This is an optimization exercise on Yosys and OpenROAD, whose aim is small area, a short achievable clock period and few clock cycles, not a production implementation. Where RTL was checked, it was by simulation tests only, not by an equivalence proof against the original. Power and IR drop assume default switching activity.

== P ==
==> flow/design.v <==
module CPU (
	input signed [15:0] Mem_Data ,
	input clk ,
	input rst ,  
	output reg halt ,  
	output reg [6:0] Mem_Address ,
	output reg rd , wr,
	output signed [15:0] Data_Out ,
	output reg fZ,
	output reg fO,
	output reg fN,
	output reg fC
	);
localparam K_NONE = 2'd0, K_INS = 2'd1, K_OPR = 2'd2;
localparam S_IDLE = 3'd0, S_WAIT = 3'd1, S_X = 3'd2, S_MD = 3'd3, S_ALN = 3'd5;
localparam OP_LOAD = 4'd1, OP_STORE = 4'd2, OP_ADD = 4'd3, OP_SUB = 4'd4,
           OP_MUL = 4'd5, OP_DIV = 4'd6, OP_BR = 4'd7, OP_BRZ = 4'd8, OP_HALT = 4'd15;
reg [15:0] AC;         
reg        tnz;        
reg        tpend;      
reg [4:0]  IR;         
reg [2:0]  st;         
reg [15:0] IB;         
reg        bv;         
reg [1:0]  a_k;        
reg [1:0]  c_k;        
reg [6:0]  fpc;        
reg [16:0] X;          
reg [16:0] R;          
reg [3:0]  cnt;        
reg        neg;        
reg        dz;         
assign Data_Out = AC;
wire [15:0] W = Mem_Data;
wire a_ins = (a_k == K_INS);
wire a_opr = (a_k == K_OPR);
function [17:0] radd18;  
	input [17:0] a, b;
	input ci;
	integer i;
	reg c;
	begin
		c = ci;
		for (i = 0; i < 18; i = i + 1) begin
			radd18[i] = a[i] ^ b[i] ^ c;
			c = (a[i] & b[i]) | (c & (a[i] ^ b[i]));
		end
	end
endfunction
function [15:0] rneg16;  
	input [15:0] a;
	integer i;
	reg c;
	begin
		c = 1'b1;
		for (i = 0; i < 16; i = i + 1) begin
			rneg16[i] = ~a[i] ^ c;
			c = c & ~a[i];
		end
	end
endfunction
function [4:0] clz16;
	input [15:0] a;
	integer i;
	begin
		clz16 = 5'd16;
		for (i = 0; i < 16; i = i + 1)
			if (a[i]) clz16 = 5'd15 - i[4:0];
	end
endfunction
wire [3:0] ir_op = IR[4:1];
wire       ir_m  = IR[0];
wire       ir_md = (ir_op == OP_MUL) || (ir_op == OP_DIV);
wire       ir_div = (ir_op == OP_DIV);
wire       exec  = (st == S_X) || (st == S_WAIT && a_opr);
wire [15:0] B16 = ir_m ? W : {5'b0, X[10:0]};
wire [16:0] A17 = {ir_m & AC[15], AC};
wire [16:0] B17 = {ir_m & W[15], B16};
wire        alu_sub = (ir_op == OP_SUB);
wire [16:0] sum = A17 + (B17 ^ {17{alu_sub}}) + {16'd0, alu_sub};
wire [15:0] negv = rneg16((st == S_ALN) ? X[15:0] : AC);
wire [15:0] negAC = negv;
wire        dstep = ir_div;
wire        dsub = dstep & ~R[16];
wire [17:0] s0 = radd18({R[16], R}, ({X[16], X} & {18{AC[0] | dstep}}) ^ {18{dsub}}, dsub);
wire [16:0] rn = s0[16:0];
reg [16:0] acc;
reg [15:0] q;
reg [17:0] s18;
reg [17:0] t18;
reg        rsub;
integer j;
always @* begin
	acc = s0[17:1];
	q = {s0[0], AC[15:1]};
	for (j = 1; j < 4; j = j + 1) begin
		rsub = (j == 3) && (cnt[1:0] == 2'd0);
		t18 = q[0] ? {X[16], X} : 18'd0;
		s18 = radd18({acc[16], acc}, t18 ^ {18{rsub}}, rsub);
		acc = s18[17:1];
		q = {s18[0], q[15:1]};
	end
end
wire [15:0] xb = X[16] ? negv : X[15:0];
wire [4:0]  la = clz16(R[15:0]);
wire [4:0]  lb = clz16(xb);
wire [4:0]  dd = lb - la;
wire        qzero = (la > lb);         
wire [15:0] xal = xb << dd[3:0];
wire md_last = (st == S_MD) && (cnt == 4'd0);
wire aln_done = (st == S_ALN) && (dz || qzero);
wire hf = (exec && !ir_md) || md_last || aln_done;
wire hfree = (st == S_IDLE) || hf;
reg [15:0] AC_nx;
always @* begin
	AC_nx = AC;
	if (exec) begin
		case (ir_op)
			OP_LOAD: AC_nx = ir_m ? W : X[15:0];
			OP_ADD, OP_SUB: AC_nx = sum[15:0];
			OP_MUL: AC_nx = B16;
			OP_DIV: AC_nx = 16'd0;
			default: AC_nx = AC;
		endcase
	end else if (st == S_MD) begin
		if (!ir_div)
			AC_nx = q;
		else if (cnt == 4'd0 && neg)     
			AC_nx = rn[16] ? {negAC[14:0], 1'b0} : {~AC[14:0], 1'b1};
		else
			AC_nx = {AC[14:0], ~rn[16]};
	end else if (st == S_ALN)
		AC_nx = dz ? 16'hFFFF : AC;
end
wire ex_flags = exec && (ir_op == OP_ADD || ir_op == OP_SUB || ir_md);
wire fZ_nx = ((st == S_WAIT || st == S_X) && (ir_op == OP_ADD || ir_op == OP_SUB || ir_md)) ?
             (AC == 16'd0) : fZ;
wire [15:0] S = bv ? IB : W;
wire s_valid = bv || a_ins;
wire [3:0] s_op = S[15:12];
wire s_alu = (s_op == OP_LOAD) || (s_op == OP_ADD) || (s_op == OP_SUB) ||
             (s_op == OP_MUL) || (s_op == OP_DIV);
wire s_mem = s_alu && S[11];
wire s_store = (s_op == OP_STORE);
wire s_br = (s_op == OP_BR) || (s_op == OP_BRZ && fZ_nx);
wire s_halt = (s_op == OP_HALT);
wire s_nop = (s_op == 4'd0) || (s_op >= 4'd9 && s_op <= 4'd14);
wire s_free = (s_op == OP_BR) || (s_op == OP_BRZ) || s_nop;
wire start = s_valid && (hfree || s_free) && !halt;
wire yw = bv && a_ins;
wire yc = (c_k == K_INS);
wire [6:0] fpc1 = fpc - 7'd1;
wire [6:0] fpc2 = fpc - 7'd2;
wire [6:0] fpc_rw = fpc - {5'b0, yw} - {5'b0, yc};    
wire st_hit = s_store && ((yc && S[6:0] == fpc1) || (yw && S[6:0] == (yc ? fpc2 : fpc1)));
wire flush = start && (s_br || st_hit);
wire ovf = !start && yw && !halt;    
wire kill_c = flush || ovf;
wire [6:0] fbase = ovf ? fpc_rw : fpc;
wire [6:0] fbase1 = fbase + 7'd1;
wire [6:0] s_tgt1 = S[6:0] + 7'd1;
reg        bv_nx;
reg [2:0]  st_nx;
reg [4:0]  IR_nx;
reg [3:0]  cnt_nx;
always @* begin
	bv_nx = bv;
	if (start && bv) bv_nx = a_ins && !flush;
	else if (!start && !bv && a_ins && !halt) bv_nx = 1'b1;
	st_nx = st;
	IR_nx = IR;
	cnt_nx = cnt;
	if (exec && ir_md) begin
		st_nx = ir_div ? S_ALN : S_MD;
		cnt_nx = 4'd3;
	end else if (st == S_ALN) begin
		st_nx = (dz || qzero) ? S_IDLE : S_MD;
		cnt_nx = dd[3:0];
	end else if (md_last)
		st_nx = S_IDLE;
	else if (st == S_MD)
		cnt_nx = cnt - 4'd1;
	else if (hf)
		st_nx = S_IDLE;
	if (start && s_alu) begin
		st_nx = s_mem ? S_WAIT : S_X;
		IR_nx = S[15:11];
	end
end
wire [1:0] a_k_nx = (yc && kill_c) ? K_NONE : c_k;
wire halt_nx = halt || (start && s_halt);
wire fetch_ok = !halt_nx;
wire t_nz = tpend ? (R[15:0] != 16'd0) : tnz;
wire use_s = start && (s_mem || s_store || s_br);    
always @(posedge clk) begin
	if (rst) begin
		halt <= 1'b0;
		AC <= 16'd0;
		tnz <= 1'b0;
		tpend <= 1'b0;
		fZ <= 1'b0;
		fO <= 1'b0;
		fN <= 1'b0;
		fC <= 1'b0;
		st <= S_IDLE;
		bv <= 1'b0;
		Mem_Address <= 7'd0;
		rd <= 1'b1;
		wr <= 1'b0;
		a_k <= K_NONE;
		c_k <= K_INS;
		fpc <= 7'd1;
	end else begin
		halt <= halt_nx;
		AC <= AC_nx;
		st <= st_nx;
		IR <= IR_nx;
		bv <= bv_nx;
		if (a_ins && ((start && bv && !flush) || (!start && !bv))) IB <= W;
		cnt <= cnt_nx;
		a_k <= a_k_nx;
		if (ex_flags) begin
			fZ <= (AC == 16'd0);
			fN <= (ir_op == OP_ADD && ir_m) ? (fN | AC[15]) : AC[15];
		end
		if (exec && (ir_op == OP_ADD || ir_op == OP_SUB))
			fC <= sum[16];
		if (exec && ir_op == OP_MUL)
			fO <= fO | t_nz;
		if (exec && ir_md) begin
			if (ir_div) begin
				R <= {1'b0, (ir_m & AC[15]) ? negAC : AC};
				X <= {ir_m & W[15], B16};
			end else begin
				R <= 17'd0;
				X <= A17;
			end
			neg <= ir_m & (AC[15] ^ W[15]);
			tnz <= t_nz;
			tpend <= 1'b0;
			dz <= (B16 == 16'd0);
		end else if (st == S_ALN) begin
			X <= {1'b0, xal};
		end else if (st == S_MD) begin
			if (ir_div) begin
				R <= rn;
				X <= {1'b0, 1'b0, X[15:1]};
			end else begin
				R <= acc;
				if (cnt[1:0] == 2'd0)
					tpend <= 1'b1;
			end
		end
		if (start && s_alu && !s_mem)
			X <= {1'b0, S};
		if (use_s) begin
			Mem_Address <= S[6:0];
			rd <= !s_store;
			wr <= s_store;
			c_k <= s_mem ? K_OPR : s_store ? K_NONE : K_INS;
			fpc <= s_br ? s_tgt1 : st_hit ? fpc_rw : fpc;
		end else if (fetch_ok) begin
			Mem_Address <= fbase;
			rd <= 1'b1;
			wr <= 1'b0;
			c_k <= K_INS;
			fpc <= fbase1;
		end else begin
			rd <= 1'b0;
			wr <= 1'b0;
			c_k <= K_NONE;
			fpc <= fbase;
		end
	end
end
endmodule
Settings: LEC_CHECK=0, ABC_AREA=1, CAP_MARGIN=20, CORE_MARGIN=2, CORE_UTILIZATION=40, SLEW_MARGIN=20; clock period 40.0 ns.
standard.sh (not shown) runs the stock make flow with config.mk's settings and CLKGATE_MAP_FILE= SYNTH_SCRIPT=/design/flow/synth_recipe.tcl, a recipe that flattens the netlist after the stock synthesis.
==> flow/flow/run.sh <==
#!/bin/bash
# Standard ORFS layout, with timing repair asked to reach a setup slack of
# 29.5 ns against the design's clock (the SDC is unchanged), and the ports
# buffered with buf_2 cells.
set -euo pipefail
bash standard.sh SETUP_SLACK_MARGIN=29.5 "BUFFER_PORTS_ARGS=-buffer_cell sky130_fd_sc_hd__buf_2" finish > flow_make.log 2>&1
Testbench counts of P, summed over its fixed seeds: cycles 86,076.
[inputs] Q vs P
--- a/flow/design.v
+++ b/flow/design.v
@@ -48,4 +48,17 @@
 	end
 endfunction
+function [16:0] radd17;  
+	input [16:0] a, b;
+	input ci;
+	integer i;
+	reg c;
+	begin
+		c = ci;
+		for (i = 0; i < 17; i = i + 1) begin
+			radd17[i] = a[i] ^ b[i] ^ c;
+			c = (a[i] & b[i]) | (c & (a[i] ^ b[i]));
+		end
+	end
+endfunction
 function [15:0] rneg16;  
 	input [15:0] a;
@@ -81,8 +94,4 @@
 wire [15:0] negv = rneg16((st == S_ALN) ? X[15:0] : AC);
 wire [15:0] negAC = negv;
-wire        dstep = ir_div;
-wire        dsub = dstep & ~R[16];
-wire [17:0] s0 = radd18({R[16], R}, ({X[16], X} & {18{AC[0] | dstep}}) ^ {18{dsub}}, dsub);
-wire [16:0] rn = s0[16:0];
 reg [16:0] acc;
 reg [15:0] q;
@@ -92,7 +101,7 @@
 integer j;
 always @* begin
-	acc = s0[17:1];
-	q = {s0[0], AC[15:1]};
-	for (j = 1; j < 4; j = j + 1) begin
+	acc = R;
+	q = AC;
+	for (j = 0; j < 4; j = j + 1) begin
 		rsub = (j == 3) && (cnt[1:0] == 2'd0);
 		t18 = q[0] ? {X[16], X} : 18'd0;
@@ -108,4 +117,5 @@
 wire        qzero = (la > lb);         
 wire [15:0] xal = xb << dd[3:0];
+wire [16:0] rn = radd17(R, {1'b0, X[15:0]} ^ {17{~R[16]}}, ~R[16]);
 wire md_last = (st == S_MD) && (cnt == 4'd0);
 wire aln_done = (st == S_ALN) && (dz || qzero);
@@ -134,8 +144,8 @@
 end
 wire ex_flags = exec && (ir_op == OP_ADD || ir_op == OP_SUB || ir_md);
-wire fZ_nx = ((st == S_WAIT || st == S_X) && (ir_op == OP_ADD || ir_op == OP_SUB || ir_md)) ?
-             (AC == 16'd0) : fZ;
+wire fZ_nx = ex_flags ? (AC == 16'd0) : fZ;
 wire [15:0] S = bv ? IB : W;
 wire s_valid = bv || a_ins;
+wire start = s_valid && hfree && !halt;
 wire [3:0] s_op = S[15:12];
 wire s_alu = (s_op == OP_LOAD) || (s_op == OP_ADD) || (s_op == OP_SUB) ||
@@ -145,7 +155,5 @@
 wire s_br = (s_op == OP_BR) || (s_op == OP_BRZ && fZ_nx);
 wire s_halt = (s_op == OP_HALT);
-wire s_nop = (s_op == 4'd0) || (s_op >= 4'd9 && s_op <= 4'd14);
-wire s_free = (s_op == OP_BR) || (s_op == OP_BRZ) || s_nop;
-wire start = s_valid && (hfree || s_free) && !halt;
+wire s_mdop = (s_op == OP_MUL) || (s_op == OP_DIV);
 wire yw = bv && a_ins;
 wire yc = (c_k == K_INS);
@@ -190,5 +198,9 @@
 wire [1:0] a_k_nx = (yc && kill_c) ? K_NONE : c_k;
 wire halt_nx = halt || (start && s_halt);
-wire fetch_ok = !halt_nx;
+wire md_busy = (start && s_alu) ? s_mdop :
+               (((st == S_WAIT) || (st == S_X)) && ir_md) || (st == S_ALN) ||
+               (st == S_MD && cnt_nx != 4'd0);
+wire cins_nx = (a_k_nx == K_INS);
+wire fetch_ok = !halt_nx && !(bv_nx && cins_nx) && (!(bv_nx || cins_nx) || !md_busy);
 wire t_nz = tpend ? (R[15:0] != 16'd0) : tnz;
 wire use_s = start && (s_mem || s_store || s_br);    
==> comparison <==
Q was carried through to the last stage, and its layout satisfied the timing, DRC and antenna checks. [compare] base=P new=Q: non-clock buffer count down 10; xor and xnor area share after synthesis went down by 0.96 points. | post-route minimum period | Q vs P | 0.40 ns lower |. NOTE final area P->Q increased slightly. Final net count: Q and P compared, higher one is Q. Going from P to Q, die area went up by about 4.7%, switching power total went up by about 150%, area added between synthesis and finish went down by 3.3 points, share of the clock period used by the worst path after layout went down by 1.0 points, number of standard cells in the final layout excluding fillers went up by 67. Sort Q and P by count of clock-buffer cells in the layout, ascending, and P comes first. Re post-synthesis share of cell area spent on full adders, half adders and majority gates: Q is 1.7 points up on P. Looking at post-CTS setup buffer count, Q sits 2 lower than P does. Critical path's slowest cell: sky130_fd_sc_hd__fa_2 -> P, sky130_fd_sc_hd__fa_1 -> Q.
Function not checked in Q: the RTL went through the layout flow alone.

afterwards: timing with drivers on the ports:
How much do the figures lean on ideal ports? The routed layouts below were timed once more, with nothing changed but the port constraints. Step 1 sets driving cells, clkbuf_16 on the clock port and buf_2 on the other inputs (assumed; they add their load-dependent delay and slew). Step 2 times the ports against the registers' clock, not the clock port: input delays grow and output delays shrink by t, the midpoint of the rising clock arrivals with the driver on. Three values: ideal, step 1, step 2; two values: the first two.
run | t (ns) | setup slack, ns | hold WS [ns] | worst setup path at the end
P | 0.441 | 29.264 / 29.264 / 29.264 | 0.441 / 0.441 / 0.441 | register to register
Q | 0.417 | 29.669 / 29.677 / 29.276 | 0.455 / 0.455 / 0.455 | input to register
After both steps setup and hold are still met in every run listed. The setup slack of Q, which loses most, moves by +0.008 ns with the drivers and by -0.393 ns with both steps.
